Background: an optimization exercise with open tools, aiming at small area and a short achievable clock period. Do not read the settings as production practice.
RTL that was checked went through simulation tests only; none was proved equivalent to the original.
Only the layout flow was run in runs 1 to 5; the RTL was not checked for function there.
No activity file was given, so power comes from the tool's default toggle rates.

<file path="run.sh">
#!/bin/bash
# synth_recipe.tcl (not shown) runs the flow's synth.tcl, then flattens the netlist and writes it again
# the make line also repeats each setting of config.mk as NAME=value (left out here)
make -C /OpenROAD-flow-scripts/flow DESIGN_CONFIG=/design/flow/config.mk WORK_HOME=/design/flow/orfs CLKGATE_MAP_FILE= SYNTH_SCRIPT=/design/flow/synth_recipe.tcl finish
</file>
<file path="config.mk">
export PLATFORM = sky130hd
export DESIGN_NAME = apb_pwm
export DESIGN_NICKNAME = apb_pwm
export VERILOG_FILES = /design/flow/design.v
export SDC_FILE = /design/flow/constraint.sdc
export NUM_CORES = 4
export LEC_CHECK = 0
export CAP_MARGIN = 20
export CORE_MARGIN = 2
export CORE_UTILIZATION = 30
export SLEW_MARGIN = 20
</file>
<file path="constraint.sdc">
create_clock -name core_clock -period 5.0 [get_ports {PCLK_i}]
set_input_delay 1.0000 -clock core_clock [delete_from_list [all_inputs] [get_ports {PCLK_i}]]
set_output_delay 1.0000 -clock core_clock [all_outputs]
set_load 0.01 [all_outputs]
</file>
<file path="design.v">
module pwm_ch (
	input  logic        clk_i,
	input  logic        rst_ni,
	input  logic [1:0]  ctrl_i,    
	input  logic [31:0] div_i,
	input  logic        div_v_i,
	input  logic [31:0] per_i,
	input  logic        per_v_i,
	input  logic [31:0] dc_i,
	input  logic        dc_v_i,
	output logic        pts_o,
	output logic        oe_o
);
	logic [31:0] c1;
	logic        ph;
	logic [31:0] pc;
	wire match = div_v_i ? (c1 == div_i) : (c1 == 32'd0);
	wire tick  = ctrl_i[1] & match & ~ph;
	wire wrap  = ~per_v_i | (pc >= per_i);
	wire below = dc_v_i & (pc < dc_i);
	always_ff @(posedge clk_i or negedge rst_ni)
		if (!rst_ni) begin
			c1 <= 32'd1;
			ph <= 1'b0;
		end else if (ctrl_i[1]) begin
			if (match) begin
				c1 <= 32'd1;
				ph <= ~ph;
			end else
				c1 <= c1 + 32'd1;
		end
	always_ff @(posedge clk_i or negedge rst_ni)
		if (!rst_ni) begin
			pc    <= 32'd0;
			pts_o <= 1'b0;
			oe_o  <= 1'b0;
		end else if (tick & ctrl_i[0]) begin
			oe_o  <= 1'b1;
			pc    <= wrap ? 32'd0 : pc + 32'd1;
			pts_o <= below;
		end
endmodule
module	apb_pwm #(parameter DATA_WIDTH = 32,
                        ADDR_WIDTH = 8)(
	input   logic                   PCLK_i,
	input   logic                   PRST_ni,
	input   logic                   PWRITE_i,
	input   logic [ADDR_WIDTH -1:0] PADDR_i,
	input   logic [DATA_WIDTH -1:0] PWDATA_i,
	input   logic                   PSEL_i,PENABLE_i,
	output  logic [DATA_WIDTH -1:0] PRDATA_o,
	output  logic                   o_pwm_1,
	output  logic                   o_pwm_2,
	output  logic                   oe_pwm1,
	output  logic                   oe_pwm2,
	output  logic                   PSLVERR_o,PREADY_o
);
	wire       hit = (PADDR_i[7:5] == 3'd0) && (PADDR_i[1:0] == 2'd0);
	wire [2:0] idx = PADDR_i[4:2];
	wire       wr  = PSEL_i & PENABLE_i & PWRITE_i & hit;
	wire       rs  = PSEL_i & ~PENABLE_i & ~PWRITE_i & hit;
	logic [7:0] we;
	always_comb begin
		we = 8'd0;
		we[idx] = wr;
	end
	logic [2:0] ctrl_1, ctrl_2;
	always_ff @(posedge PCLK_i or negedge PRST_ni)
		if (!PRST_ni) begin
			ctrl_1 <= 3'd0;
			ctrl_2 <= 3'd0;
		end else begin
			if (we[0]) ctrl_1 <= PWDATA_i[2:0];
			if (we[4]) ctrl_2 <= PWDATA_i[2:0];
		end
	logic [31:0] div_1, per_1, dc_1, div_2, per_2, dc_2;
	logic [7:0]  v;    
	always_ff @(posedge PCLK_i)
		begin
			if (we[1]) div_1 <= PWDATA_i;
			if (we[2]) per_1 <= PWDATA_i;
			if (we[3]) dc_1  <= PWDATA_i;
			if (we[5]) div_2 <= PWDATA_i;
			if (we[6]) per_2 <= PWDATA_i;
			if (we[7]) dc_2  <= PWDATA_i;
		end
	always_ff @(posedge PCLK_i or negedge PRST_ni)
		if (!PRST_ni)
			v <= 8'd0;
		else
			v <= v | {we[7:5], 1'b0, we[3:1], 1'b0};
	logic [31:0] rdata_d;
	always_comb begin
		rdata_d = 32'd0;
		if (rs)
			case (idx)
				3'd0: rdata_d = {29'd0, ctrl_1};
				3'd1: rdata_d = v[1] ? div_1 : 32'd0;
				3'd2: rdata_d = v[2] ? per_1 : 32'd0;
				3'd3: rdata_d = v[3] ? dc_1  : 32'd0;
				3'd4: rdata_d = {29'd0, ctrl_2};
				3'd5: rdata_d = v[5] ? div_2 : 32'd0;
				3'd6: rdata_d = v[6] ? per_2 : 32'd0;
				3'd7: rdata_d = v[7] ? dc_2  : 32'd0;
			endcase
	end
	always_ff @(posedge PCLK_i or negedge PRST_ni)
		if (!PRST_ni)
			PRDATA_o <= 32'd0;
		else
			PRDATA_o <= rdata_d;
	logic pts_1, pts_2;
	pwm_ch ch1 (.clk_i(PCLK_i), .rst_ni(PRST_ni), .ctrl_i(ctrl_1[1:0]),
		.div_i(div_1), .div_v_i(v[1]), .per_i(per_1), .per_v_i(v[2]),
		.dc_i(dc_1), .dc_v_i(v[3]), .pts_o(pts_1), .oe_o(oe_pwm1));
	pwm_ch ch2 (.clk_i(PCLK_i), .rst_ni(PRST_ni), .ctrl_i(ctrl_2[1:0]),
		.div_i(div_2), .div_v_i(v[5]), .per_i(per_2), .per_v_i(v[6]),
		.dc_i(dc_2), .dc_v_i(v[7]), .pts_o(pts_2), .oe_o(oe_pwm2));
	assign o_pwm_1   = ctrl_1[2] & pts_1;
	assign o_pwm_2   = ctrl_2[2] & pts_2;
	assign PSLVERR_o = 1'b0;
	assign PREADY_o  = 1'b1;
endmodule
</file>
==> results of run 1 <==
==> cells by family after synthesis <==
group	count (synthesis)
AOI/OAI and AO/OA	369
xor gates and xnor gates	123
adders and majority gates	137
buffers and inverters	219
DFF	370
muxes	6
other	2
and+or+nand+nor	541
==> through the flow <==
stage / total power (W) / instance area, sq um / utilization / setup slack, ns
floorplan: 0.00335 / 19400 / - / 0.143
global placement: 0.00349 / 21200 / 0.331 / 0.934
detailed placement: 0.00349 / 21200 / 0.331 / 0.971
CTS: 0.00652 / 22600 / 0.352 / 1.55
global route: 0.00665 / 22600 / 0.352 / 1.36
finish: 0.00648 / 22600 / 0.352 / 1.51
==> power breakdown <==
group / switching, W / internal [W] / leakage (nW)
Clock: 0.00125 / 0.00180 / 0.658
Sequential: 0.0000122 / 0.00322 / 4.20
Combinational: 0.000129 / 0.0000645 / 4.15
Total: 0.00139 / 0.00509 / 9.02
==> flip-flops by register name (all words and copies together) (netlist names), 3 cells and up <==
name and flops:
dc_2 32, v 6, per_1 32, ctrl_2 3, ch2.pc 32, div_1 32
ch2.c1 32, dc_1 32, per_2 32, ctrl_1 3, PRDATA_o 32, div_2 32
ch1.c1 32, ch1.pc 32
==> routing by layer <==
metal | share of wire | up-vias
met5 | 0 | -
met4 | 0.031 | 0
met3 | 0.073 | 92
met1 | 0.43 | 7326
met2 | 0.47 | 523
li1 | - | 6685
==> cell usage after synthesis (42+ instances only) <==
cell / n
dfrtp_1: 176
nor2_1: 101
a22oi_1: 105
clkbuf_1: 59
nand4_1: 70
inv_1: 145
nand2_1: 112
xor2_1: 46
a21oi_1: 42
edfxtp_1: 192
xnor2_1: 77
ha_1: 137
nand3_1: 64
o21ai_0: 59
==> worst min-delay path by stage <==
stage | startpoint | end | slack, ns | cells after the start
after global routing | ch2.ph | ch2.ph | 0.48 | 1
after CTS | ch2.ph | ch2.ph | 0.47 | 1
final | ch2.ph | ch2.ph | 0.47 | 1
after floorplan | ch2.ph | ch2.ph | 0.43 | 1
after detailed placement | ch2.ph | ch2.ph | 0.46 | 1
after global placement | ch2.ph | ch2.ph | 0.45 | 1
==> worst register-to-register path: stages, from the launching register on <==
cell,delay [ns]
dfrtp_1,0.51
ha_1,0.39
nand4_1,0.12
nor3_1,0.32
or4b_1,0.48
a31oi_1,0.20
buf_4,0.20
or2_1,0.29
or2_1,0.15
buf_4,0.41
o21ai_0,0.19
==> cell type report <==
type                            count  area (sq um)
Sequential cell                   370         10200
Inverter                          145           544
Antenna cell                        1          2.50
Clock inverter                     21           204
Timing Repair Buffer              103           990
Multi-Input combinational cell   1178          8420
Fill cell                        6360         41600
Clock buffer                       55          1130
Tap cell                          855          1070
==> placed cells by master (no fill, tap or decap), types with 17 or more instances in the layout <==
cell             Yosys  final
o21ai_0             59     58
nor3_1              19     18
a21oi_1             42     42
nor2_1             101     96
a22oi_1            105    105
and3_1              38     38
xnor2_1             77     77
o31ai_2             20     20
buf_4                2     22
a31oi_1             36     36
nand3_1             64     64
clkdlybuf4s50_1      0     79
dfrtp_1            176    176
edfxtp_1           192    192
xor2_1              46     46
nor4_1              28     28
nand2_1            112    112
ha_1               137    137
a2bb2oi_1           25     25
clkbuf_16            0     43
o31ai_1             23     23
nand4_1             70     70
inv_1              145    145
and4_1              17     17
==> flow_summary.yaml, run 1 <==
die:
  ios: 83
  core_area_sq_um: 64200
  die_area_sq_um: 66900
  initial_core_util: 0.303
  die_y_um: 259
  fp-row-count: 93
  die_width_um: 259
timing:
  rsz0062_at_grt: "false"
  slew_violations: 0
  fin_crit_sh: 0.699
  min_period_ns: 3.49
  max_freq_mhz: 286
  skew_ns: 0.0159
  max-slew-margin-rel: 0.319
  hold_violations: 0
  setup_viol: 0
  setup_tns_ns: 0
  whs_ns: 0.466
  tightest_slew_ns: 1.01
worst_setup_path:
  cp_slowest_cell: "nor3_1"
  path_class: "in -> reg"
  arrival_ns: 3.70
  worstSetupEndpointType: "flip-flop"
  path_delay_family: "simple AND/OR/NAND/NOR gates"
  cp_max_fo: 33
  rr_worst_depth: 10
  r2r-start: "ch2.pc[15]"
  worstPathCellList: "clkdlybuf4s50_1, or4b_1, nor3_1, nand4_1, nor3b_2, buf_4"
  critPathBufInv: 2
  endpoint: "dc_2[22]"
  reg2reg_slack_ns: 1.59
  required_ns: 5.20
  critPathLaunch: "PADDR_i[7]"
  reg2reg_to: "ch2.pc[19]"
  max_stage_delay_ns: 0.57
  path_depth: 6
  crit_path_start_kind: "input port"
drt:
  finalWirelength_mm: 60.2
  initialDrtViolationCount: 1234
  via_per_inst: 5.36
  vias: 14600
  detail_route.first_pass.iterations: 5
  wl_per_cell_um: 22.1
  drc: 0
  ant_nets: 0
cts:
  root_buffer: "clkbuf_16"
  ctsHoldBuffers: 0
  postCtsSetupBuffers: 0
  tritoncts: "yes"
  clk_pin_slew_ns: 0.06
  numClockSinks: 370
  htreeDepth: 2
  cts_resized: 0
  numCtsBuffers: 41
  clock_latency_ns: 0.56
  clk_path_buf_depth: 3
placement:
  dp_cells: 2651
  port_buffers: 80
  place_congestion: 0.930
  hpwl_mm: 44.5
layout:
  final_layout_size_suffix_gt1_frac: 0.0753
  area_growth_pct: 16.1
  layout.cells.non_filler: 2728
  finalNetCount: 2021
grt:
  grt.overflow.total: 0
  antenna_found_initial: 2
  busiest_layer: "met2"
  grt_max_degree: 110
  grt_pass1_vias: 14500
  track_usage: 0.178
  use_met1: 0.233
  grt_pass1_wl_mm: 90.0
  grtUsageMet3: 0.0428
  use_met2: 0.288
hold_path:
  hp-class: "reg -> reg"
yosys:
  synth.area.mux_share: 0.00347
  synth_top_flop_cell: "edfxtp_1"
  synthXorXnorAreaFrac: 0.0554
  synth.largest_area_cell: "edfxtp_1"
  synth_top_family_by_area: "simple AND/OR/NAND/NOR gates"
  syn_area_per_cell_sq_um: 11.0
  synth_compound_area_frac: 0.135
  synthSimpleGateAreaFrac: 0.147
  synth_fa_ha_area_frac: 0.0881
  ys_ff_latch: 370
  synthCells: 1767
  async_reset_ff_frac: 0.481
  netlist-cell-type-count: 63
  seq_area_frac_synth: 0.526
  netlist_area_sq_um: 19400
  synth_edf_count: 192
  synth-warning-count: 2
  syn_nets: 1949
  synth_area_leaders: "edfxtp_1, dfrtp_1, ha_1, a22oi_1, xnor2_1"
  synth_top_cell_area_share: 0.296
job:
  maxCapViolCount: 0
power_and_ir_drop:
  powerDensity_nw_per_um2: 287
  power.leakage_nw: 9.02
  peakVddDrop_uv: 206
run_status:
  status: "no timing/DRC/antenna violations"
==> inputs of run 2 (changes only) <==
--- a/config.mk
+++ b/config.mk
@@ -7,5 +7,7 @@
 export LEC_CHECK = 0
+export ABC_AREA = 1
 export CAP_MARGIN = 20
 export CORE_MARGIN = 2
-export CORE_UTILIZATION = 30
+export CORE_UTILIZATION = 50
+export SETUP_SLACK_MARGIN = 2.5
 export SLEW_MARGIN = 20
==> flow_summary.yaml, run 2 <==
timing:
  setup_tns_ns: 0
  min_period_ns: 2.47
  skew_ns: 0.0183
  rsz0062_at_grt: "true"
  tightest_slew_ns: 0.796
  setup_viol: 0
  fin_crit_sh: 0.495
  whs_ns: 0.455
  max-slew-margin-rel: 0.465
  hold_violations: 0
  max_freq_mhz: 404
  slew_violations: 0
die:
  die_area_sq_um: 45700
  die_y_um: 214
  core_area_sq_um: 43300
  fp-row-count: 76
  initial_core_util: 0.508
  ios: 83
  die_width_um: 214
worst_setup_path:
  cp_max_fo: 1
  critPathBufInv: 1
  worstSetupEndpointType: "primary output"
  max_stage_delay_ns: 0.55
  worstPathCellList: "clkdlybuf4s50_1"
  path_class: "reg -> out"
  path_delay_family: "buffers and inverters"
  arrival_ns: 1.47
  crit_path_start_kind: "flip-flop"
  cp_slowest_cell: "clkdlybuf4s50_1"
  required_ns: 4.00
yosys:
  synth.area.mux_share: 0
  synthCells: 2613
  syn_area_per_cell_sq_um: 8.42
  ys_ff_latch: 370
  synth_top_family_by_area: "simple AND/OR/NAND/NOR gates"
  synthSimpleGateAreaFrac: 0.248
  synth_area_leaders: "edfxtp_1, dfrtp_1, nand2_1, ha_1, inv_1"
  synth_top_cell_area_share: 0.262
  synth_top_flop_cell: "edfxtp_1"
  synth-warning-count: 2
  async_reset_ff_frac: 0.481
  synthTopCellsByCount: "nand2_1, inv_1, nor2_1"
  synth_compound_area_frac: 0.0858
  synth.largest_area_cell: "edfxtp_1"
  netlist_area_sq_um: 22000
  syn_nets: 2795
  netlist-cell-type-count: 55
  synthXorXnorAreaFrac: 0.0462
  yosysMostFrequentCell: "nand2_1"
  synth_fa_ha_area_frac: 0.0779
  seq_area_frac_synth: 0.465
  synth_edf_count: 192
hold_path:
  hp-class: "in -> async"
power_and_ir_drop:
  powerDensity_nw_per_um2: 262
  peakVddDrop_uv: 321
  p_int_w: 0.00518
  netSwitchingFraction: 0.232
  combPwrFrac: 0.041
  switchingPower_w: 0.00157
  share_clk_of_total_power: 0.480
  seqPwrFrac: 0.479
  power.leakage_nw: 11.3
drt:
  initialDrtViolationCount: 2169
  finalWirelength_mm: 81.8
  via_per_inst: 5.76
  wl_per_cell_um: 24.2
  vias: 19500
  drc: 0
  ant_nets: 0
  detail_route.first_pass.iterations: 5
cts:
  numClockSinks: 370
  clock_latency_ns: 0.58
  numCtsBuffers: 43
  clk_pin_slew_ns: 0.06
  htreeDepth: 2
  tritoncts: "yes"
  root_buffer: "clkbuf_16"
  clk_path_buf_depth: 3
job:
  maxCapViolCount: 0
layout:
  final_common_cell: "nand2_1"
  area_growth_pct: 17.3
  final_cell_mix: "nand2_1, inv_1, nor2_1, edfxtp_1, dfrtp_1"
  final_layout_size_suffix_gt1_frac: 0.0942
  finalNetCount: 2940
  fillers: 3869
grt:
  grt_pass1_vias: 18200
  grt_max_degree: 78
  antenna_found_initial: 3
  grt.overflow.total: 0
  grt_pass1_wl_mm: 118
  track_usage: 0.358
placement:
  hpwl_mm: 59.7
  place_congestion: 0.963
  port_buffers: 80
run_status:
  status: "no timing/DRC/antenna violations"
run 2: changes by cell type in the layout (fill, tap and decap cells not counted), moves of 24 or more:
cell,delta
a21oi_1,+84
a22oi_1,-79
a2bb2oi_1,-25
and3_1,-35
buf_4,+24
clkdlybuf4s50_1,-35
dlygate4sd2_1,+30
inv_1,+184
nand2_1,+475
nand3_1,+74
nor2_1,+178
nor3_1,+55
o21ai_0,+29
o22ai_1,+36
run 2: through the flow:
stage	setup slack [ns]	power (W)	utilization	instance area, sq um	std cells
6_report	2.53	0.00675	0.596	25800	3378
4_1_cts	2.50	0.00676	0.588	25400	3353
3_3_place_gp	1.30	0.00354	0.541	23400	3227
3_5_place_dp	1.18	0.00354	0.541	23400	3227
5_1_grt	2.45	0.00690	0.596	25800	3376
2_1_floorplan	2.36	0.00339	-	22100	2613
run 2: per-layer routing:
metal  global-route usage  wire length, um
met1                0.511            34800
met2                0.550            35700
met3               0.0753             8700
met4                0.109             2670
met5                    0                0
run 2: power groups by stage:
stage	sequential, W	clock [W]	combinational, W
2_1_floorplan	0.00329	0	0.0000993
3_3_place_gp	0.00329	0	0.000242
3_5_place_dp	0.00329	0	0.000245
4_1_cts	0.00323	0.00326	0.000266
5_1_grt	0.00323	0.00337	0.000297
6_report	0.00323	0.00324	0.000278
run 2: path summary, 6_finish.rpt:
kind | cells past startpoint | slack (ns) | end | start
worst max-delay path | 1 | 2.53 | PRDATA_o[27] | PRDATA_o[27]
worst min-delay path | 1 | 0.45 | ch2.pc[20] | PRST_ni
worst max register to register | 10 | 2.65 | ch2.pc[16] | ch2.pc[1]
worst min register to register | 2 | 0.46 | ch2.oe_o | ch2.oe_o
max in group asynchronous | 2 | 3.54 | ch2.c1[4] | PRST_ni
min in group core_clock | 2 | 0.46 | ch2.oe_o | ch2.oe_o
run 2: area by class of cell:
cell class,instances,area [sq um],area share
Inverter,354,1360,0.0527
Antenna cell,2,5.00,0.000194
Clock buffer,52,1130,0.0438
Multi-Input combinational cell,1836,10500,0.406
Sequential cell,370,10200,0.396
Clock inverter,26,274,0.0106
Timing Repair Buffer,151,1580,0.0613
Tap cell,585,732,0.0284
Timing Repair inverter,2,15.0,0.000582
run 2: kinds of logic (layout without fill, tap and decap cells):
group / count (synthesis) / in the layout
and+or+nand+nor: 1242 / 1251
other: 2 / 4
buffers and inverters: 416 / 585
xor gates and xnor gates: 116 / 116
adders and majority gates: 137 / 137
DFF: 370 / 370
AOI/OAI and AO/OA: 330 / 330
run 2: worst reg2reg max path, stage by stage, from the launching register on:
cell and delay [ns]:
dfrtp_1 0.45, ha_2 0.35, nand3_2 0.23, nor2_1 0.19, inv_1 0.11, nor3_4 0.31
nand3_1 0.15, xor2_1 0.17, nor2_1 0.12, nand3_1 0.09, nand2_1 0.10
run 2: what timing repair did:
item | in CTS | in global routing
resized for setup | 62 | 39
hold buffers | 0 | 0
buffers inserted | 39 | 21
pin swaps | 14 | 11
endpoints found under the setup margin | 322 | 195
cloned | 9 | 2
hold endpoints to repair | 0 | 0
==> inputs of run 3 (changes only) <==
--- a/config.mk
+++ b/config.mk
@@ -7,3 +7,3 @@
 export LEC_CHECK = 0
-export ABC_AREA = 1
+export ABC_CLOCK_PERIOD_IN_PS = 2500
 export CAP_MARGIN = 20
==> flow_summary.yaml, run 3 <==
die:
  die_area_sq_um: 40500
  fp-row-count: 72
  die_y_um: 201
  initial_core_util: 0.504
  die_width_um: 201
  ios: 83
  core_area_sq_um: 38600
layout:
  finalNetCount: 2156
  final_layout_size_suffix_gt1_frac: 0.234
  fillers: 3005
  final_util: 0.649
  seq_area_sq_um: 10300
  area_growth_pct: 28.7
  multiInputGateArea_sq_um: 9610
  final_common_cell: "edfxtp_1"
  final_cell_mix: "edfxtp_1, dfrtp_1, inv_1, ha_1"
timing:
  rsz0062_at_grt: "true"
  max-slew-margin-rel: 0.386
  setup_tns_ns: 0
  max_freq_mhz: 360
  hold_violations: 0
  skew_ns: 0.0258
  fin_crit_sh: 0.556
  tightest_slew_ns: 0.921
  setup_viol: 0
  min_period_ns: 2.78
  slew_violations: 0
power_and_ir_drop:
  p_int_w: 0.00522
  netSwitchingFraction: 0.221
  switchingPower_w: 0.00148
  peakVddDrop_uv: 219
  share_clk_of_total_power: 0.485
  powerDensity_nw_per_um2: 268
  seqPwrFrac: 0.483
  combPwrFrac: 0.032
  power.leakage_nw: 10.3
yosys:
  synth_top_cell_area_share: 0.296
  netlist_area_sq_um: 19400
  async_reset_ff_frac: 0.481
  syn_area_per_cell_sq_um: 11.0
  synthCells: 1767
  synth.largest_area_cell: "edfxtp_1"
  syn_nets: 1949
  yosysMostFrequentCell: "edfxtp_1"
  synthTopCellsByCount: "edfxtp_1, dfrtp_1, inv_1"
  synth_top_flop_cell: "edfxtp_1"
  synth_edf_count: 192
  seq_area_frac_synth: 0.526
  netlist-cell-type-count: 63
  synth_area_leaders: "edfxtp_1, dfrtp_1, ha_1, a22oi_1, xnor2_1"
  synth-warning-count: 2
  ys_ff_latch: 370
cts:
  clk_pin_slew_ns: 0.06
  tritoncts: "yes"
  clock_latency_ns: 0.58
  ctsHoldBuffers: 0
  clk_path_buf_depth: 3
  root_buffer: "clkbuf_16"
  numClockSinks: 370
  numCtsBuffers: 42
  htreeDepth: 2
grt:
  grt_pass1_wl_mm: 96.0
  grt_max_degree: 95
  grt_pass1_vias: 15100
  grt.overflow.total: 0
  antenna_found_initial: 2
  track_usage: 0.321
hold_path:
  holdPathStages: 1
  hp-class: "reg -> reg"
  min_from: "ch2.oe_o"
  worstHoldEndpoint: "ch2.oe_o"
worst_setup_path:
  required_ns: 5.46
  cp_max_fo: 8
  arrival_ns: 3.24
  path_class: "reg -> reg"
  crit_path_start_kind: "flip-flop"
  r2r-start: "ch2.pc[11]"
  worstSetupEndpointType: "flip-flop"
  reg2reg_slack_ns: 2.22
  rr_worst_depth: 10
  reg2reg_to: "ch2.pc[31]"
drt:
  detail_route.first_pass.iterations: 6
  initialDrtViolationCount: 1529
  wl_per_cell_um: 26.7
  vias: 15700
  ant_nets: 0
  finalWirelength_mm: 67.4
  via_per_inst: 6.23
  drc: 0
job:
  maxCapViolCount: 0
placement:
  hpwl_mm: 44.1
  port_buffers: 80
  place_congestion: 0.897
run_status:
  status: "no timing/DRC/antenna violations"
[run 3: cell types whose count changed after synthesis, sizes merged, moves of 41 or more]
cell | before | now
a22oi | 26 | 105
a21oi | 127 | 42
nand2 | 604 | 112
clkbuf | 18 | 59
nand3 | 145 | 64
o31ai | 0 | 43
inv | 352 | 145
nor2 | 300 | 101
nor3 | 82 | 20
[run 3: worst max-delay path by stage]
stage                     slack (ns)  depth (start not counted)         end        from
final                           2.22                         10  ch2.pc[31]  ch2.pc[11]
after global routing            2.16                         10  ch2.pc[25]  ch2.pc[11]
after CTS                       2.20                         11  ch2.pc[23]   per_2[22]
after detailed placement        1.15                          5   div_1[25]  PADDR_i[7]
after global placement          1.20                          5   div_1[28]  PADDR_i[7]
after floorplan                 1.65                          4     dc_2[0]  PADDR_i[7]
[run 3: layout make-up]
| cell class | instances | share of cell area |
|---|---|---|
| flip-flops and latches | 370 | 0.410 |
| well taps | 518 | 0.0259 |
| multi-input cells | 1181 | 0.384 |
| diodes | 1 | 0.000100 |
| clock buffers | 44 | 0.0427 |
| inverters | 145 | 0.0217 |
| clock inverters | 33 | 0.0148 |
| repair buffers | 234 | 0.100 |
[run 3: kinds of logic after synthesis]
family	after synthesis	share of synthesized area
compound gates	369	0.135
xor+xnor	123	0.0554
fa+ha+maj	137	0.0881
buf+inv	219	0.0449
flops	370	0.526
mux	6	0.00347
other cells	2	0.000386
simple gates	541	0.147
[run 3: routing by layer]
metal / part of all wire / track usage
met4: 0.044 / 0.130
met5: 0 / 0
met2: 0.46 / 0.503
met1: 0.40 / 0.437
met3: 0.091 / 0.0682
[run 3: what timing repair did]
item / CTS / global route
pin swaps: 29 / 39
gates resized for setup: 184 / 126
cloned: 14 / 5
buffers inserted: 55 / 56
endpoints found under the setup margin: 347 / 150
[run 3: power groups by stage]
stage	Combinational [W]	Sequential [W]	Clock, W
6_report	0.000216	0.00324	0.00325
5_1_grt	0.000229	0.00324	0.00339
2_1_floorplan	0.0000595	0.00329	0
3_5_place_dp	0.000190	0.00330	0
3_3_place_gp	0.000187	0.00330	0
4_1_cts	0.000204	0.00324	0.00327
[run 3: per-stage QoR]
| stage | setup slack, ns | std cells | power [W] | instance area (sq um) | hold WS (ns) |
|---|---|---|---|---|---|
| finish | 2.22 | 2526 | 0.00671 | 25000 | 0.470 |
| global route | 2.16 | 2525 | 0.00686 | 25000 | 0.502 |
| CTS | 2.20 | 2464 | 0.00671 | 23800 | 0.482 |
| detailed placement | 1.15 | 2318 | 0.00349 | 21000 | 0.467 |
| global placement | 1.20 | 2318 | 0.00348 | 21000 | 0.451 |
| floorplan | 1.65 | 1767 | 0.00335 | 19600 | 0.433 |
[run 3: critical path, stage by stage, from the launching register on]
cell,delay (ns)
dfrtp_2,0.47
ha_1,0.34
a21oi_1,0.15
o21ai_0,0.13
a221oi_2,0.39
a31oi_4,0.13
or2_4,0.29
buf_12,0.13
or2_4,0.30
buf_12,0.18
o31ai_4,0.17
==> inputs of run 4 (changes only) <==
--- a/design.v
+++ b/design.v
@@ -11,2 +11,3 @@
 	output logic        pts_o,
+	output logic        pts_d_o,   
 	output logic        oe_o
@@ -16,6 +17,30 @@
 	logic [31:0] pc;
+	function automatic lt32;
+		input [31:0] a;
+		input [31:0] b;
+		integer i;
+		begin
+			lt32 = 1'b0;
+			for (i = 0; i < 32; i = i + 1)
+				lt32 = (~a[i] & b[i]) | (~(a[i] ^ b[i]) & lt32);
+		end
+	endfunction
+	function automatic [31:0] inc32;
+		input [31:0] a;
+		integer i;
+		reg c;
+		begin
+			c = 1'b1;
+			for (i = 0; i < 32; i = i + 1) begin
+				inc32[i] = a[i] ^ c;
+				c = c & a[i];
+			end
+		end
+	endfunction
 	wire match = div_v_i ? (c1 == div_i) : (c1 == 32'd0);
 	wire tick  = ctrl_i[1] & match & ~ph;
-	wire wrap  = ~per_v_i | (pc >= per_i);
-	wire below = dc_v_i & (pc < dc_i);
+	wire wrap  = ~per_v_i | ~lt32(pc, per_i);
+	wire below = dc_v_i & lt32(pc, dc_i);
+	wire load  = tick & ctrl_i[0];
+	assign pts_d_o = load ? below : pts_o;
 	always_ff @(posedge clk_i or negedge rst_ni)
@@ -29,3 +54,3 @@
 			end else
-				c1 <= c1 + 32'd1;
+				c1 <= inc32(c1);
 		end
@@ -36,5 +61,5 @@
 			oe_o  <= 1'b0;
-		end else if (tick & ctrl_i[0]) begin
+		end else if (load) begin
 			oe_o  <= 1'b1;
-			pc    <= wrap ? 32'd0 : pc + 32'd1;
+			pc    <= wrap ? 32'd0 : inc32(pc);
 			pts_o <= below;
@@ -61,7 +86,3 @@
 	wire       rs  = PSEL_i & ~PENABLE_i & ~PWRITE_i & hit;
-	logic [7:0] we;
-	always_comb begin
-		we = 8'd0;
-		we[idx] = wr;
-	end
+	wire [7:0] we = {8{wr}} & (8'd1 << idx);
 	logic [2:0] ctrl_1, ctrl_2;
@@ -111,11 +132,19 @@
 			PRDATA_o <= rdata_d;
-	logic pts_1, pts_2;
+	logic pts_1, pts_2, pts_d_1, pts_d_2;
 	pwm_ch ch1 (.clk_i(PCLK_i), .rst_ni(PRST_ni), .ctrl_i(ctrl_1[1:0]),
 		.div_i(div_1), .div_v_i(v[1]), .per_i(per_1), .per_v_i(v[2]),
-		.dc_i(dc_1), .dc_v_i(v[3]), .pts_o(pts_1), .oe_o(oe_pwm1));
+		.dc_i(dc_1), .dc_v_i(v[3]), .pts_o(pts_1), .pts_d_o(pts_d_1), .oe_o(oe_pwm1));
 	pwm_ch ch2 (.clk_i(PCLK_i), .rst_ni(PRST_ni), .ctrl_i(ctrl_2[1:0]),
 		.div_i(div_2), .div_v_i(v[5]), .per_i(per_2), .per_v_i(v[6]),
-		.dc_i(dc_2), .dc_v_i(v[7]), .pts_o(pts_2), .oe_o(oe_pwm2));
-	assign o_pwm_1   = ctrl_1[2] & pts_1;
-	assign o_pwm_2   = ctrl_2[2] & pts_2;
+		.dc_i(dc_2), .dc_v_i(v[7]), .pts_o(pts_2), .pts_d_o(pts_d_2), .oe_o(oe_pwm2));
+	wire gate_d_1 = we[0] ? PWDATA_i[2] : ctrl_1[2];
+	wire gate_d_2 = we[4] ? PWDATA_i[2] : ctrl_2[2];
+	always_ff @(posedge PCLK_i or negedge PRST_ni)
+		if (!PRST_ni) begin
+			o_pwm_1 <= 1'b0;
+			o_pwm_2 <= 1'b0;
+		end else begin
+			o_pwm_1 <= gate_d_1 & pts_d_1;
+			o_pwm_2 <= gate_d_2 & pts_d_2;
+		end
 	assign PSLVERR_o = 1'b0;
--- a/config.mk
+++ b/config.mk
@@ -7,3 +7,3 @@
 export LEC_CHECK = 0
-export ABC_CLOCK_PERIOD_IN_PS = 2500
+export ABC_AREA = 1
 export CAP_MARGIN = 20
==> flow_summary.yaml, run 4 <==
die:
  core_area_sq_um: 38800
  ios: 83
  die_y_um: 203
  initial_core_util: 0.510
  die_width_um: 203
  fp-row-count: 72
  die_area_sq_um: 41200
drt:
  via_per_inst: 5.47
  finalWirelength_mm: 59.0
  detail_route.first_pass.iterations: 5
  ant_nets: 0
  initialDrtViolationCount: 920
  wl_per_cell_um: 22.0
  vias: 14600
  drc: 0
cts:
  root_buffer: "clkbuf_16"
  numCtsBuffers: 43
  clk_path_buf_depth: 3
  numClockSinks: 372
  clock_latency_ns: 0.58
  clk_pin_slew_ns: 0.06
  tritoncts: "yes"
  htreeDepth: 2
yosys:
  ys_ff_latch: 372
  synth_top_flop_cell: "edfxtp_1"
  seq_area_frac_synth: 0.519
  synth_top_cell_area_share: 0.291
  synthCells: 1940
  netlist-cell-type-count: 43
  synthTopCellsByCount: "nand2_1, inv_1, ha_1"
  synth_edf_count: 192
  netlist_area_sq_um: 19800
  synth-warning-count: 2
  yosysMostFrequentCell: "nand2_1"
  synth_area_leaders: "edfxtp_1, dfrtp_1, ha_1, nand2_1, inv_1"
  syn_nets: 2231
  async_reset_ff_frac: 0.484
  syn_area_per_cell_sq_um: 10.2
  synth.largest_area_cell: "edfxtp_1"
layout:
  final_cell_mix: "nand2_1, inv_1, edfxtp_1, dfrtp_1, ha_1"
  diodes: 0
  final_layout_size_suffix_gt1_frac: 0.262
  fillers: 2913
  finalNetCount: 2415
  postLayoutCellArea_sq_um: 26200
  area_growth_pct: 32.2
  final_common_cell: "nand2_1"
worst_setup_path:
  cp_max_fo: 2
  required_ns: 5.42
  reg2reg_slack_ns: -0.53
  r2r-start: "ch1.c1[1]"
  crit_path_start_kind: "flip-flop"
  cp_slowest_cell: "dfrtp_1"
  worstSetupEndpointType: "flip-flop"
  arrival_ns: 5.95
  max_stage_delay_ns: 0.38
  cpMostUsedCell: "ha_4"
  rr_worst_depth: 33
  path_class: "reg -> reg"
  reg2reg_to: "ch1.c1[31]"
timing:
  min_period_ns: 5.53
  hold_violations: 0
  rsz0062_at_grt: "true"
  setup_viol: 46
  max_freq_mhz: 181
  fin_crit_sh: 1.11
  whs_ns: 0.452
  max-slew-margin-rel: 0.462
  setup_ws_ns: -0.532
  slew_violations: 0
  skew_ns: 0.0205
  tightest_slew_ns: 0.807
run_status:
  so_faults: "negative setup slack"
  status: "failed layout checks"
placement:
  dp_worst_setup_slack_ns: -0.496
  placed_cell_area_sq_um: 23000
  place_congestion: 0.850
  hpwl_mm: 38.6
  port_buffers: 80
hold_path:
  hp-class: "in -> async"
grt:
  grt_max_degree: 78
  antenna_found_initial: 0
  track_usage: 0.283
  grt.overflow.total: 0
  grt_pass1_vias: 14800
  grt_pass1_wl_mm: 87.2
power_and_ir_drop:
  peakVddDrop_uv: 274
  powerDensity_nw_per_um2: 268
  power.leakage_nw: 10.9
job:
  maxCapViolCount: 0
-- run 4: power breakdown --
| group | switching, W | total [W] | internal [W] |
|---|---|---|---|
| combinational | 0.000351 | 0.000638 | 0.000286 |
| clock | 0.00130 | 0.00301 | 0.00171 |
| sequential | 0.0000631 | 0.00336 | 0.00330 |
| total | 0.00171 | 0.00701 | 0.00529 |
-- run 4: metrics by stage --
| step | utilization | instances | TNS (ns) | total power (W) |
|---|---|---|---|---|
| global placement | 0.593 | 2529 | -4.53 | 0.00399 |
| finish | 0.674 | 2677 | -9.39 | 0.00701 |
| CTS | 0.655 | 2648 | -9.69 | 0.00704 |
| floorplan | - | 1940 | -3.03 | 0.00374 |
| detailed placement | 0.593 | 2529 | -6.04 | 0.00401 |
| global route | 0.674 | 2677 | -41.68 | 0.00726 |
-- run 4: routing by layer --
| layer | part of all wire | track usage |
|---|---|---|
| met3 | 0.048 | 0.0315 |
| met1 | 0.42 | 0.362 |
| met5 | 0 | 0 |
| met2 | 0.49 | 0.499 |
| met4 | 0.038 | 0.101 |
-- run 4: critical path, delay by kind of cell, from the launching register on --
kind                     cells  cell delay (ns)
AO/OA/AOI/OAI                1             0.06
AND/OR/NAND/NOR              1             0.05
flip-flops                   1             0.38
XOR/XNOR                     1             0.16
adder cells (fa/ha/maj)     30             4.71
-- run 4: cell type report --
type / count / area (sq um) / area share
multi-input cells: 1219 / 10400 / 0.398
flip-flops and latches: 372 / 10300 / 0.393
repair buffers: 199 / 2410 / 0.0919
clock buffers: 56 / 1130 / 0.0434
inverters: 289 / 1100 / 0.0419
well taps: 518 / 648 / 0.0248
clock inverters: 24 / 178 / 0.00679
-- run 4: cells by family after synthesis --
logic type / after synthesis / synth area share
xor gates and xnor gates: 25 / 0.0111
adders and majority gates: 246 / 0.156
DFF: 372 / 0.519
other: 2 / 0.000379
AOI/OAI and AO/OA: 242 / 0.0892
buffers and inverters: 351 / 0.0692
muxes: 32 / 0.0162
and+or+nand+nor: 670 / 0.139
-- run 4: worst max-delay path by stage --
stage / startpoint / end / slack, ns / depth (start not counted)
after global routing: ch2.pc[1] / ch2.pc[14] / -0.80 / 69
after detailed placement: ch1.c1[1] / ch1.c1[31] / -0.50 / 33
after floorplan: ch1.c1[1] / ch1.c1[31] / -0.33 / 33
after CTS: ch1.c1[1] / ch1.c1[31] / -0.51 / 33
after global placement: ch2.pc[1] / ch2.pc[31] / -0.45 / 33
final: ch1.c1[1] / ch1.c1[31] / -0.53 / 33
-- run 4: repair_timing --
item / 4_1_cts / 5_1_grt
setup endpoints to repair: 282 / 265
pin swaps: 48 / 59
cloned: 13 / 6
setup buffers: 26 / 23
gates resized for setup: 113 / 111
hold buffers: 0 / 0
==> inputs of run 5 (changes only) <==
==> flow/run.sh (new file) <==
#!/bin/bash
# Standard ORFS layout with two changes: Yosys keeps adders as plain logic
# for ABC (no half/full-adder cell extraction), and the ports get buf_1
# buffers (sized later by repair) instead of the default delay buffers.
set -euo pipefail
bash standard.sh ADDER_MAP_FILE= "BUFFER_PORTS_ARGS=-buffer_cell sky130_fd_sc_hd__buf_1" finish > standard.log 2>&1
==> standard.sh (new file) <==
#!/bin/bash
# synth_recipe.tcl (not shown) runs the flow's synth.tcl, then flattens the netlist and writes it again
# the make line also repeats each setting of config.mk as NAME=value (left out here)
make -C /OpenROAD-flow-scripts/flow DESIGN_CONFIG=/design/flow/config.mk WORK_HOME=/design/flow/orfs CLKGATE_MAP_FILE= SYNTH_SCRIPT=/design/flow/synth_recipe.tcl "${@:-finish}"
--- a/config.mk
+++ b/config.mk
@@ -7,3 +7,2 @@
 export LEC_CHECK = 0
-export ABC_AREA = 1
 export CAP_MARGIN = 20
removed: run.sh
==> flow_summary.yaml, run 5 <==
layout:
  fillers: 2740
  area_growth_pct: 28.3
  final_common_cell: "edfxtp_1"
  final_layout_size_suffix_gt1_frac: 0.254
  finalNetCount: 1861
  postLayoutCellArea_sq_um: 22800
  final_cell_mix: "edfxtp_1, dfrtp_1, nor2_1, a22oi_1, inv_1"
  diodes: 0
  final_util: 0.646
grt:
  grt_pass1_wl_mm: 85.9
  grt.overflow.total: 0
  track_usage: 0.319
  use_met2: 0.490
  busiest_layer: "met2"
  antenna_found_initial: 1
  use_met1: 0.454
  grtUsageMet3: 0.0538
  grt_max_degree: 75
  grt_pass1_vias: 13500
timing:
  setup_tns_ns: 0
  skew_ns: 0.0256
  whs_ns: 0.469
  hold_violations: 0
  max_freq_mhz: 331
  min_period_ns: 3.02
  setup_viol: 0
  slew_violations: 0
  fin_crit_sh: 0.605
  tightest_slew_ns: 0.820
  max-slew-margin-rel: 0.448
  rsz0062_at_grt: "true"
worst_setup_path:
  arrival_ns: 3.48
  critPathBufInv: 2
  worstPathCellList: "xor2_1, nor4_2, nand3_1, or4_4, a211oi_4, buf_12, and3_4, and4_4, buf_4, nand2_4, xnor2_2, nor2_2"
  path_class: "reg -> reg"
  max_stage_delay_ns: 0.52
  cp_slowest_cell: "or4_4"
  required_ns: 5.46
  path_delay_family: "simple AND/OR/NAND/NOR gates"
  crit_path_start_kind: "flip-flop"
  cp_max_fo: 7
  worstSetupEndpointType: "flip-flop"
cts:
  clk_path_buf_depth: 3
  tritoncts: "yes"
  clock_latency_ns: 0.58
  root_buffer: "clkbuf_16"
  numCtsBuffers: 41
  clk_pin_slew_ns: 0.06
  numClockSinks: 372
  htreeDepth: 2
yosys:
  syn_nets: 1645
  synthTopCellsByCount: "edfxtp_1, dfrtp_1, nor2_1"
  netlist_area_sq_um: 17800
  ys_ff_latch: 372
  synth_edf_count: 192
  synth_area_leaders: "edfxtp_1, dfrtp_1, xor2_1, a22oi_1, xnor2_1"
  yosysMostFrequentCell: "edfxtp_1"
  synthCells: 1600
  syn_area_per_cell_sq_um: 11.1
  synth_top_flop_cell: "edfxtp_1"
  synth_top_cell_area_share: 0.324
  async_reset_ff_frac: 0.484
  netlist-cell-type-count: 69
  synth.largest_area_cell: "edfxtp_1"
  seq_area_frac_synth: 0.577
  synth-warning-count: 2
drt:
  drc: 0
  initialDrtViolationCount: 1454
  wl_per_cell_um: 25.8
  detail_route.first_pass.iterations: 8
  finalWirelength_mm: 59.5
  ant_nets: 0
  via_per_inst: 6.13
  vias: 14100
die:
  die_y_um: 193
  ios: 83
  fp-row-count: 69
  core_area_sq_um: 35300
  die_area_sq_um: 37100
  initial_core_util: 0.504
  die_width_um: 193
run_status:
  status: "no timing/DRC/antenna violations"
placement:
  hpwl_mm: 39.9
  place_congestion: 0.939
  port_buffers: 80
  placed_cell_area_sq_um: 18900
power_and_ir_drop:
  power.leakage_nw: 8.59
  powerDensity_nw_per_um2: 306
  peakVddDrop_uv: 324
  power.total_w: 0.00699
hold_path:
  hp-class: "reg -> reg"
job:
  maxCapViolCount: 0
==> run 5: cell count changes after synthesis, moves of 38 or more <==
cell,change
ha_1,-246
inv_1,-191
nand2_1,-416
xor2_1,+85
a22oi_1,+59
maj3_1,+46
nand2b_1,+38
nor2_1,+91
xnor2_1,+48
==> run 5: layout make-up <==
class                      instances  area, sq um  area share
clock buffer                      47         1080      0.0473
clock inverter                    28          318      0.0139
inverter                          96          360      0.0158
multi-input combinational       1073         8280       0.363
sequential                       372        10300       0.451
tap                              461          577      0.0253
timing repair buffer             232         1910      0.0838
==> run 5: kinds of logic (layout without fill, tap and decap cells) <==
| family | Yosys count | count (layout) | synth area share |
|---|---|---|---|
| AO/OA/AOI/OAI | 339 | 340 | 0.132 |
| XOR/XNOR | 158 | 158 | 0.0778 |
| adder cells (fa/ha/maj) | 46 | 46 | 0.0259 |
| buffers and inverters | 160 | 403 | 0.0355 |
| flip-flops | 372 | 372 | 0.577 |
| multiplexers | 6 | 6 | 0.00373 |
| other | 2 | 2 | 0.000422 |
| AND/OR/NAND/NOR | 517 | 521 | 0.147 |
==> run 5: layer usage <==
layer | part of all wire | vias up | routed length, um
li1 | - | 6290 | -
met1 | 0.42 | 7070 | 25000
met2 | 0.46 | 661 | 27400
met3 | 0.084 | 121 | 5000
met4 | 0.035 | 2 | 2090
met5 | 0.00022 | - | 13
==> run 5: metrics by stage <==
stage                     instances  worst slack (ns)
after floorplan                1600              1.64
after global placement         2099              1.32
after detailed placement       2099              1.28
after CTS                      2266              2.05
after global routing           2309              1.88
final                          2309              1.98
==> run 5: what timing repair did <==
item,4_1_cts,5_1_grt
setup buffers,83,40
hold buffers,0,0
gates resized for setup,180,132
endpoints found under the setup margin,288,215
pin swaps,87,78
cloned,9,3
==> run 5: report_power, final <==
| part | total, W | switching, W | internal (W) |
|---|---|---|---|
| Clock | 0.00319 | 0.00132 | 0.00187 |
| Sequential | 0.00332 | 0.0000503 | 0.00327 |
| Combinational | 0.000484 | 0.000286 | 0.000198 |
| Total | 0.00699 | 0.00166 | 0.00534 |
==> run 5: worst paths after layout <==
check	cells past startpoint	slack (ns)	end	startpoint
worst min register to register	1	0.47	ch2.oe_o	ch2.oe_o
min in group asynchronous	1	0.52	ch2.pc[4]	PRST_ni
worst max-delay path	12	1.98	ch2.pc[26]	div_2[7]
worst min-delay path	1	0.47	ch2.oe_o	ch2.oe_o
max in group asynchronous	2	3.52	ch2.pc[25]	PRST_ni
worst max register to register	12	1.98	ch2.pc[26]	div_2[7]
==> inputs of run 6 (changes only) <==
--- a/design.v
+++ b/design.v
@@ -20,23 +20,31 @@
 		input [31:0] b;
-		integer i;
+		reg [31:0] l, e;
+		integer i, s;
 		begin
-			lt32 = 1'b0;
-			for (i = 0; i < 32; i = i + 1)
-				lt32 = (~a[i] & b[i]) | (~(a[i] ^ b[i]) & lt32);
+			l = ~a & b;
+			e = ~(a ^ b);
+			for (s = 1; s < 32; s = s * 2)
+				for (i = 0; i < 32; i = i + 2 * s) begin
+					l[i] = l[i + s] | (e[i + s] & l[i]);
+					e[i] = e[i + s] & e[i];
+				end
+			lt32 = l[0];
 		end
 	endfunction
-	function automatic [31:0] inc32;
+	function automatic [31:0] pre32;
 		input [31:0] a;
-		integer i;
-		reg c;
+		reg [31:0] p;
+		integer i, s;
 		begin
-			c = 1'b1;
-			for (i = 0; i < 32; i = i + 1) begin
-				inc32[i] = a[i] ^ c;
-				c = c & a[i];
-			end
+			p = {a[30:0], 1'b1};
+			for (s = 1; s < 32; s = s * 2)
+				for (i = 0; i < 32; i = i + 1)
+					if ((i / s) % 2 == 1)
+						p[i] = p[i] & p[(i / s) * s - 1];
+			pre32 = p;
 		end
 	endfunction
+	wire en    = ctrl_i[1];
 	wire match = div_v_i ? (c1 == div_i) : (c1 == 32'd0);
-	wire tick  = ctrl_i[1] & match & ~ph;
+	wire tick  = en & match & ~ph;
 	wire wrap  = ~per_v_i | ~lt32(pc, per_i);
@@ -44,2 +52,4 @@
 	wire load  = tick & ctrl_i[0];
+	wire [31:0] c1_inc = c1 ^ pre32(c1);
+	wire [31:0] pc_inc = pc ^ pre32(pc);
 	assign pts_d_o = load ? below : pts_o;
@@ -47,13 +57,4 @@
 		if (!rst_ni) begin
-			c1 <= 32'd1;
-			ph <= 1'b0;
-		end else if (ctrl_i[1]) begin
-			if (match) begin
-				c1 <= 32'd1;
-				ph <= ~ph;
-			end else
-				c1 <= inc32(c1);
-		end
-	always_ff @(posedge clk_i or negedge rst_ni)
-		if (!rst_ni) begin
+			c1    <= 32'd1;
+			ph    <= 1'b0;
 			pc    <= 32'd0;
@@ -61,6 +62,10 @@
 			oe_o  <= 1'b0;
-		end else if (load) begin
-			oe_o  <= 1'b1;
-			pc    <= wrap ? 32'd0 : inc32(pc);
-			pts_o <= below;
+		end else begin
+			if (en)
+				c1 <= match ? 32'd1 : c1_inc;
+			ph    <= ph ^ (en & match);
+			if (load)
+				pc <= wrap ? 32'd0 : pc_inc;
+			pts_o <= pts_d_o;
+			oe_o  <= oe_o | load;
 		end
==> flow/run.sh (replaced) <==
#!/bin/bash
# The standard layout (standard.sh) with these changes:
#  - synthesis keeps adders as plain logic for ABC (no adder-cell extraction)
#    and, when flow/abc.script exists, maps with that ABC script instead of
#    ORFS's; registers and their names are those of the standard synthesis
#  - ports get buf_1 buffers (sized later by repair) instead of delay cells
# make's full output goes to standard.log; ORFS's own logs are in orfs/logs.
set -euo pipefail
W=$PWD
args=(ADDER_MAP_FILE= "BUFFER_PORTS_ARGS=-buffer_cell sky130_fd_sc_hd__buf_1" "SYNTH_SCRIPT=$W/flow/my_synth.tcl")
if [[ -f flow/abc.script ]]; then args+=("MY_ABC_SCRIPT=$W/flow/abc.script"); fi
if [[ -f flow/extra.vars ]]; then while read -r l; do [[ -n "$l" ]] && args+=("$l"); done < flow/extra.vars; fi
bash standard.sh "${args[@]}" finish > standard.log 2>&1
==> flow/abc.script (new file) <==
strash
&get -n
&st
&syn2
&dch
&nf
&put
==> flow/my_synth.tcl (new file) <==
proc synth {args} { yosys synth -nofsm -noshare {*}$args }
proc abc {args} {
  set i [lsearch -exact $args -script]
  if {$i >= 0 && [info exists ::env(MY_ABC_SCRIPT)] && $::env(MY_ABC_SCRIPT) ne ""} {
    lset args [expr {$i + 1}] $::env(MY_ABC_SCRIPT)
  }
  yosys abc {*}$args
}
source $::env(SCRIPTS_DIR)/synth.tcl
# left out here: clear keep_hierarchy, flatten, clean up, hide names made inside functions, write 1_2_yosys.v
--- a/config.mk
+++ b/config.mk
@@ -10,3 +10,3 @@
 export CORE_UTILIZATION = 50
-export SETUP_SLACK_MARGIN = 2.5
+export SETUP_SLACK_MARGIN = 2.6
 export SLEW_MARGIN = 20
==> flow_summary.yaml, run 6 <==
drt:
  wl_per_cell_um: 24.9
  drc: 0
  initialDrtViolationCount: 1504
  vias: 14200
  finalWirelength_mm: 56.1
  via_per_inst: 6.29
  ant_nets: 0
  detail_route.first_pass.iterations: 8
worst_setup_path:
  worstSetupEndpointType: "flip-flop"
  crit_path_start_kind: "flip-flop"
  worstPathCellList: "nor4_1, nand4_1, nor3_1, a31oi_4, or4b_4, buf_12, nor3_4, and3_4, xnor2_2, nor2_1"
  cp_slowest_cell: "or4b_4"
  path_class: "reg -> reg"
  required_ns: 5.44
  critPathBufInv: 1
  cp_max_fo: 8
  arrival_ns: 3.32
  path_delay_family: "simple AND/OR/NAND/NOR gates"
  max_stage_delay_ns: 0.53
yosys:
  synthCells: 1510
  netlist_area_sq_um: 17200
  syn_area_per_cell_sq_um: 11.4
  synth_edf_count: 192
  synth_top_flop_cell: "edfxtp_1"
  ys_ff_latch: 372
  synth-warning-count: 2
  seq_area_frac_synth: 0.598
  syn_nets: 1555
  synthTopCellsByCount: "edfxtp_1, dfrtp_1, nor2_1"
  synth.largest_area_cell: "edfxtp_1"
  async_reset_ff_frac: 0.484
  synth_top_cell_area_share: 0.336
  netlist-cell-type-count: 58
  synth_area_leaders: "edfxtp_1, dfrtp_1, xnor2_1, nor3_1, nor2_1"
  yosysMostFrequentCell: "edfxtp_1"
timing:
  min_period_ns: 2.88
  setup_ws_ns: 2.12
  setup_tns_ns: 0
  setup_viol: 0
  whs_ns: 0.474
  max-slew-margin-rel: 0.381
  fin_crit_sh: 0.576
  hold_violations: 0
  max_freq_mhz: 347
  skew_ns: 0.0206
  rsz0062_at_grt: "true"
  tightest_slew_ns: 0.928
  slew_violations: 0
grt:
  use_met1: 0.446
  grt_max_degree: 86
  track_usage: 0.312
  antenna_found_initial: 0
  busiest_layer: "met2"
  grt_pass1_vias: 13700
  grt.overflow.total: 0
  grtUsageMet3: 0.0736
  use_met2: 0.474
  grt_pass1_wl_mm: 83.3
cts:
  tritoncts: "yes"
  numCtsBuffers: 41
  clk_pin_slew_ns: 0.06
  clock_latency_ns: 0.56
  htreeDepth: 2
  root_buffer: "clkbuf_16"
  ctsHoldBuffers: 0
  clk_path_buf_depth: 3
  numClockSinks: 372
die:
  initial_core_util: 0.510
  ios: 83
  die_width_um: 189
  die_y_um: 189
  core_area_sq_um: 33700
  die_area_sq_um: 35800
  fp-row-count: 67
layout:
  fillers: 2581
  postLayoutCellArea_sq_um: 22300
  area_growth_pct: 29.7
  diodes: 0
  seq_area_sq_um: 10300
  final_cell_mix: "edfxtp_1, dfrtp_1, buf_4, clkinv_1"
  final_common_cell: "edfxtp_1"
  final_layout_size_suffix_gt1_frac: 0.244
  finalNetCount: 1813
  multiInputGateArea_sq_um: 8120
power_and_ir_drop:
  share_clk_of_total_power: 0.453
  netSwitchingFraction: 0.228
  power.leakage_nw: 8.11
  p_int_w: 0.00528
  power.total_w: 0.00684
  seqPwrFrac: 0.494
  powerDensity_nw_per_um2: 307
  combPwrFrac: 0.053
  switchingPower_w: 0.00156
  peakVddDrop_uv: 293
placement:
  dp_worst_setup_slack_ns: 1.30
  hpwl_mm: 37.2
  placed_cell_area_sq_um: 18500
  place_congestion: 0.878
  port_buffers: 80
job:
  maxCapViolCount: 0
run_status:
  status: "no timing/DRC/antenna violations"
hold_path:
  hp-class: "reg -> reg"
[run 6: changes by cell type after synthesis, moves of 29 or more]
cell,previous run,this run
inv_1,96,0
and3_1,14,43
a21oi_1,35,72
a22oi_1,96,40
clkbuf_1,49,0
nor3_1,21,105
xor2_1,89,20
clkinv_1,0,81
[run 6: layout make-up]
class	count	area share
inverter	81	0.0139
sequential	372	0.462
multi-input combinational	1059	0.365
clock inverter	17	0.00685
timing repair buffer	213	0.0726
clock buffer	59	0.0547
tap	448	0.0252
[run 6: logic make-up (layout without fill, tap and decap cells)]
logic type / Yosys count / after routing / synth area share
mux: 5 / 5 / 0.00328
compound gates: 321 / 323 / 0.130
simple gates: 598 / 600 / 0.182
xor+xnor: 109 / 109 / 0.0556
buf+inv: 83 / 370 / 0.0186
fa+ha+maj: 20 / 20 / 0.0117
flops: 372 / 372 / 0.598
other cells: 2 / 2 / 0.000437
[run 6: routing by layer]
layer | wire length, um | share of wire
met1 | 24100 | 0.43
met2 | 25400 | 0.45
met3 | 5000 | 0.089
met4 | 1560 | 0.028
met5 | 0 | 0
[run 6: power groups by stage]
stage          Combinational, W  Sequential [W]  Clock [W]
6_report               0.000361         0.00338    0.00310
5_1_grt                0.000395         0.00338    0.00324
2_1_floorplan          0.000145         0.00340          0
3_3_place_gp           0.000257         0.00343          0
4_1_cts                0.000329         0.00338    0.00312
3_5_place_dp           0.000263         0.00343          0
[run 6: path summary, 6_finish.rpt]
kind / from / to / slack [ns] / cells past startpoint
setup / recovery: ch2.c1[23] / ch2.pc[17] / 2.12 / 10
hold / removal: ch2.oe_o / ch2.oe_o / 0.47 / 1
setup reg to reg: ch2.c1[23] / ch2.pc[17] / 2.12 / 10
hold reg to reg: ch2.oe_o / ch2.oe_o / 0.47 / 1
max in group asynchronous: PRST_ni / ch1.pc[25] / 3.30 / 2
min in group asynchronous: PRST_ni / PRDATA_o[4] / 0.62 / 1
[run 6: what timing repair did]
item | 4_1_cts | 5_1_grt
setup endpoints to repair | 282 | 218
cloned | 7 | 0
setup buffers | 77 | 31
gates resized for setup | 159 | 153
pin swaps | 64 | 51
[run 6: stage by stage]
stage / utilization / cells
6_report: 0.661 / 2249
5_1_grt: 0.661 / 2249
4_1_cts: 0.635 / 2218
3_5_place_dp: 0.549 / 2058
3_3_place_gp: 0.549 / 2058
2_1_floorplan: - / 1510
==> inputs of run 7 (changes only) <==
removed: flow/abc.script
==> flow_summary.yaml, run 7 <==
grt:
  track_usage: 0.305
  grt_pass1_wl_mm: 87.6
  grt_pass1_vias: 13700
  grt.overflow.total: 0
  antenna_found_initial: 0
  grt_max_degree: 60
layout:
  fillers: 2966
  final_common_cell: "edfxtp_1"
  final_layout_size_suffix_gt1_frac: 0.187
  area_growth_pct: 21.0
  diodes: 0
  final_util: 0.614
  layout.cells.non_filler: 2359
  finalNetCount: 1903
  final_cell_mix: "edfxtp_1, dfrtp_1, nand2_1, nor2_1, a22oi_1"
drt:
  ant_nets: 0
  initialDrtViolationCount: 1661
  vias: 14900
  via_per_inst: 6.31
  wl_per_cell_um: 25.5
  detail_route.first_pass.iterations: 6
  drc: 0
  finalWirelength_mm: 60.0
timing:
  hold_violations: 0
  slew_violations: 0
  fin_crit_sh: 0.511
  setup_viol: 0
  max_freq_mhz: 391
  min_period_ns: 2.55
  setup_tns_ns: 0
  skew_ns: 0.0231
  max-slew-margin-rel: 0.467
  tightest_slew_ns: 0.800
  setup_ws_ns: 2.45
  rsz0062_at_grt: "true"
worst_setup_path:
  max_stage_delay_ns: 0.44
  crit_path_start_kind: "flip-flop"
  required_ns: 5.44
  arrival_ns: 2.99
  worstSetupEndpointType: "flip-flop"
  path_class: "reg -> reg"
  cp_max_fo: 7
  cpMostUsedCell: "nor2_4"
  worstPathCellList: "nor2b_4, maj3_2, and2_4, a2111oi_4, nor2_4, a211oi_4, buf_12, nor2_4, buf_6, a221o_1"
  cp_slowest_cell: "edfxtp_1"
cts:
  numClockSinks: 372
  clk_pin_slew_ns: 0.06
  numCtsBuffers: 41
  htreeDepth: 2
  root_buffer: "clkbuf_16"
  tritoncts: "yes"
  clock_latency_ns: 0.57
  clk_path_buf_depth: 3
  ctsHoldBuffers: 0
yosys:
  yosysMostFrequentCell: "edfxtp_1"
  synth-warning-count: 2
  synth_area_leaders: "edfxtp_1, dfrtp_1, xor2_1, xnor2_1, a22oi_1"
  synth_top_cell_area_share: 0.310
  seq_area_frac_synth: 0.553
  synth_top_flop_cell: "edfxtp_1"
  synthTopCellsByCount: "edfxtp_1, dfrtp_1, nand2_1"
  netlist_area_sq_um: 18600
  synth_edf_count: 192
  synthCells: 1721
  async_reset_ff_frac: 0.484
  synth.largest_area_cell: "edfxtp_1"
  syn_area_per_cell_sq_um: 10.8
  ys_ff_latch: 372
  netlist-cell-type-count: 78
  syn_nets: 1766
power_and_ir_drop:
  peakVddDrop_uv: 219
  powerDensity_nw_per_um2: 315
  power.leakage_nw: 8.11
  power.total_w: 0.00708
placement:
  hpwl_mm: 41.9
  port_buffers: 80
  place_congestion: 0.919
  dp_worst_setup_slack_ns: 1.45
  dp_cells: 2187
die:
  die_area_sq_um: 38700
  core_area_sq_um: 36600
  ios: 83
  fp-row-count: 70
  die_y_um: 197
  initial_core_util: 0.508
  die_width_um: 197
job:
  maxCapViolCount: 0
run_status:
  status: "no timing/DRC/antenna violations"
hold_path:
  hp-class: "reg -> reg"
==> run 7: changes by cell type after synthesis, sizes merged, moves of 51 or more <==
| cell | before | now |
|---|---|---|
| a22oi | 40 | 92 |
| clkbuf | 0 | 75 |
| clkinv | 81 | 0 |
| inv | 0 | 77 |
| nor3 | 105 | 54 |
| xor2 | 20 | 80 |
==> run 7: logic make-up after synthesis <==
logic type,Yosys count,share of synthesized area
AO/OA/AOI/OAI,405,0.151
multiplexers,10,0.00579
XOR/XNOR,159,0.0749
adder cells (fa/ha/maj),34,0.0184
flip-flops,372,0.553
AND/OR/NAND/NOR,564,0.159
buffers and inverters,175,0.0381
other,2,0.000404
==> run 7: routing by layer <==
| metal | wire [um] | share of wire | up-vias | global-route usage |
|---|---|---|---|---|
| met1 | 26000 | 0.43 | 7491 | 0.444 |
| met2 | 27600 | 0.46 | 642 | 0.478 |
| met3 | 4570 | 0.076 | 111 | 0.0412 |
| li1 | - | - | 6646 | - |
| met4 | 1890 | 0.031 | 0 | 0.0891 |
| met5 | 0 | 0 | - | 0 |
==> run 7: final cells by class <==
type | instances | area [sq um] | area share
clock buffer | 59 | 1220 | 0.0541
clock inverter | 17 | 292 | 0.0130
inverter | 77 | 289 | 0.0129
multi-input combinational | 1182 | 8430 | 0.375
sequential | 372 | 10300 | 0.458
tap | 468 | 586 | 0.0260
timing repair buffer | 184 | 1370 | 0.0608
==> run 7: worst paths after layout <==
kind | start | to | cells after the start | slack (ns)
min reg2reg | ch1.oe_o | ch1.oe_o | 1 | 0.47
max reg2reg | per_2[30] | ch2.pc[14] | 10 | 2.45
min in group asynchronous | PRST_ni | ch2.oe_o | 1 | 0.55
max in group asynchronous | PRST_ni | ch1.pc[1] | 2 | 3.35
max | per_2[30] | ch2.pc[14] | 10 | 2.45
min | ch1.oe_o | ch1.oe_o | 1 | 0.47
==> run 7: power by group <==
part           switching [W]  total, W  leakage (nW)  internal, W
combinational       0.000232  0.000351          3.19     0.000118
sequential         0.0000690   0.00334          4.18      0.00327
clock                0.00128   0.00339         0.743      0.00211
total                0.00158   0.00708          8.11      0.00549
==> run 7: through the flow <==
stage          area, sq um  hold WS (ns)
2_1_floorplan        18700         0.442
3_3_place_gp         19300         0.452
3_5_place_dp         19300         0.457
4_1_cts              21600         0.472
5_1_grt              22500         0.499
6_report             22500         0.470
==> run 7: repair_timing <==
action	in CTS	in global routing
resized for setup	92	115
endpoints found under the setup margin	324	333
pin swaps	34	55
gates cloned	7	6
buffers inserted	44	39
==> run 7: critical path: cells and delay by family (launching register included) <==
family | cells | cell delay (ns)
simple gates | 4 | 0.49
flops | 1 | 0.44
compound gates | 3 | 0.89
fa+ha+maj | 1 | 0.31
buf+inv | 2 | 0.30
==> inputs of run 8 (changes only) <==
--- a/config.mk
+++ b/config.mk
@@ -10,2 +10,5 @@
 export CORE_UTILIZATION = 50
+export CTS_BUF_LIST = sky130_fd_sc_hd__clkbuf_8
+export CTS_CLUSTER_DIAMETER = 60
+export CTS_CLUSTER_SIZE = 20
 export SETUP_SLACK_MARGIN = 2.6
==> flow_summary.yaml, run 8 <==
grt:
  antenna_found_initial: 0
  grtUsageMet3: 0.0390
  grt_max_degree: 60
  grt_pass1_vias: 13600
  use_met2: 0.483
  grt_pass1_wl_mm: 87.7
  track_usage: 0.304
  grt.overflow.total: 0
  busiest_layer: "met2"
  use_met1: 0.441
worst_setup_path:
  max_stage_delay_ns: 0.51
  path_delay_family: "simple AND/OR/NAND/NOR gates"
  worstPathCellList: "nor2b_4, or4_1, or3_4, buf_4, a21oi_4, a211oi_4, buf_12, nand2b_4, o311ai_4"
  required_ns: 5.55
  arrival_ns: 3.21
  cp_max_fo: 7
  critPathBufInv: 2
  crit_path_start_kind: "flip-flop"
  worstSetupEndpointType: "flip-flop"
  cp_slowest_cell: "or4_1"
  path_class: "reg -> reg"
yosys:
  synth_edf_count: 192
  synth-warning-count: 2
  synth_top_cell_area_share: 0.310
  synthCells: 1721
  synth_top_flop_cell: "edfxtp_1"
  seq_area_frac_synth: 0.553
  synth.largest_area_cell: "edfxtp_1"
  syn_nets: 1766
  async_reset_ff_frac: 0.484
  syn_area_per_cell_sq_um: 10.8
  ys_ff_latch: 372
  synth_area_leaders: "edfxtp_1, dfrtp_1, xor2_1, xnor2_1, a22oi_1"
  netlist-cell-type-count: 78
  yosysMostFrequentCell: "edfxtp_1"
  synthTopCellsByCount: "edfxtp_1, dfrtp_1, nand2_1"
  netlist_area_sq_um: 18600
placement:
  hpwl_mm: 41.9
  place_congestion: 0.919
  port_buffers: 80
drt:
  drc: 0
  vias: 14700
  via_per_inst: 6.30
  finalWirelength_mm: 59.9
  initialDrtViolationCount: 1582
  wl_per_cell_um: 25.7
  ant_nets: 0
  detail_route.first_pass.iterations: 6
layout:
  fillers: 3088
  area_growth_pct: 16.1
  final_cell_mix: "edfxtp_1, dfrtp_1, nand2_1, nor2_1, a22oi_1"
  finalNetCount: 1886
  final_common_cell: "edfxtp_1"
  diodes: 0
  final_layout_size_suffix_gt1_frac: 0.183
timing:
  skew_ns: 0.0418
  min_period_ns: 2.65
  hold_violations: 0
  fin_crit_sh: 0.530
  slew_violations: 0
  setup_viol: 0
  max_freq_mhz: 377
  setup_tns_ns: 0
  rsz0062_at_grt: "true"
  tightest_slew_ns: 0.808
  max-slew-margin-rel: 0.461
cts:
  clk_pin_slew_ns: 0.11
  htreeDepth: 1
  clk_path_buf_depth: 3
  clock_latency_ns: 0.68
  root_buffer: "clkbuf_8"
  ctsHoldBuffers: 0
  numClockSinks: 372
  numCtsBuffers: 30
  tritoncts: "yes"
die:
  die_y_um: 197
  core_area_sq_um: 36600
  initial_core_util: 0.508
  fp-row-count: 70
  die_area_sq_um: 38700
  ios: 83
  die_width_um: 197
power_and_ir_drop:
  peakVddDrop_uv: 214
  powerDensity_nw_per_um2: 259
  power.total_w: 0.00559
  power.leakage_nw: 7.63
hold_path:
  hp-class: "in -> async"
run_status:
  status: "no timing/DRC/antenna violations"
job:
  maxCapViolCount: 0
## run 8: what timing repair did
| action | 4_1_cts | 5_1_grt |
|---|---|---|
| gates resized for setup | 109 | 118 |
| pin swaps | 32 | 51 |
| buffers inserted | 38 | 40 |
| setup endpoints to repair | 227 | 308 |
| gates cloned | 9 | 3 |
## run 8: cell families after synthesis
family | Yosys count | synth area share
flops | 372 | 0.553
compound gates | 405 | 0.151
xor+xnor | 159 | 0.0749
other cells | 2 | 0.000404
simple gates | 564 | 0.159
mux | 10 | 0.00579
buf+inv | 175 | 0.0381
fa+ha+maj | 34 | 0.0184
## run 8: final cells by class
class,count,area (sq um),share of cell area
Clock inverter,25,248,0.0115
Multi-Input combinational cell,1181,8430,0.391
Tap cell,468,586,0.0271
Inverter,77,289,0.0134
Timing Repair Buffer,179,1280,0.0592
Clock buffer,31,427,0.0198
Sequential cell,372,10300,0.478
## run 8: worst reg2reg max path: stages, from the launching register on
cell and delay (ns):
edfxtp_1 0.43, nor2b_4 0.15, or4_1 0.51, or3_4 0.37, buf_4 0.16, a21oi_4 0.17
a211oi_4 0.08, buf_12 0.16, nand2b_4 0.23, o311ai_4 0.29
## run 8: routing by layer
metal  vias up  part of all wire
met5         -                 0
li1       6605                 -
met3       111             0.070
met2       619              0.46
met4         0             0.035
met1      7366              0.43
## run 8: power by group
| part | switching (W) | total [W] | leakage, nW | internal [W] |
|---|---|---|---|---|
| sequential | 0.0000705 | 0.00333 | 4.16 | 0.00326 |
| clock | 0.00119 | 0.00190 | 0.357 | 0.000705 |
| combinational | 0.000233 | 0.000356 | 3.11 | 0.000123 |
| total | 0.00150 | 0.00559 | 7.63 | 0.00409 |
## run 8: path summary, 6_finish.rpt
check | startpoint | to | slack [ns] | cells after the start
setup / recovery | per_2[29] | ch2.pc[26] | 2.35 | 9
hold / removal | PRST_ni | ch2.oe_o | 0.44 | 1
max in group asynchronous | PRST_ni | ch1.pc[10] | 3.46 | 2
hold reg to reg | ch1.oe_o | ch1.oe_o | 0.48 | 1
min in group core_clock | ch1.oe_o | ch1.oe_o | 0.48 | 1
setup reg to reg | per_2[29] | ch2.pc[26] | 2.35 | 9
## run 8: stage by stage
step | hold WS [ns] | cell area (sq um) | instances | worst slack (ns) | util
2_1_floorplan | 0.442 | 18700 | 1721 | 1.82 | -
3_3_place_gp | 0.452 | 19300 | 2187 | 1.45 | 0.527
3_5_place_dp | 0.457 | 19300 | 2187 | 1.45 | 0.527
4_1_cts | 0.428 | 20700 | 2290 | 2.28 | 0.566
5_1_grt | 0.478 | 21600 | 2333 | 2.26 | 0.589
6_report | 0.441 | 21600 | 2333 | 2.35 | 0.589

[static timing again, ports no longer ideal]
How much do the figures lean on ideal ports? The routed layouts below were timed once more, with nothing changed but the port constraints.
Step 1, drivers: a clkbuf_16 drives PCLK_i and a buf_2 each remaining input, both assumed.
Step 2, shift: input delay + t, output delay - t, t = (earliest + latest rising clock arrival at the registers) / 2. This alone moves slack from input paths to output paths.
a / b / c = ideal / step 1 / step 2; a / b = the first two.
run	shift t [ns]	slack for setup (ns)
run 1	0.617	1.505 / 1.540 / 0.923
run 2	0.633	2.526 / 2.468 / 1.941
run 3	0.625	2.221 / 2.221 / 1.952
run 4	0.627	-0.532 / -0.532 / -0.532
run 5	0.623	1.975 / 1.975 / 1.597
run 6	0.601	2.118 / 2.118 / 2.118
run 7	0.615	2.446 / 2.446 / 1.969
run 8	0.711	2.348 / 2.348 / 1.884
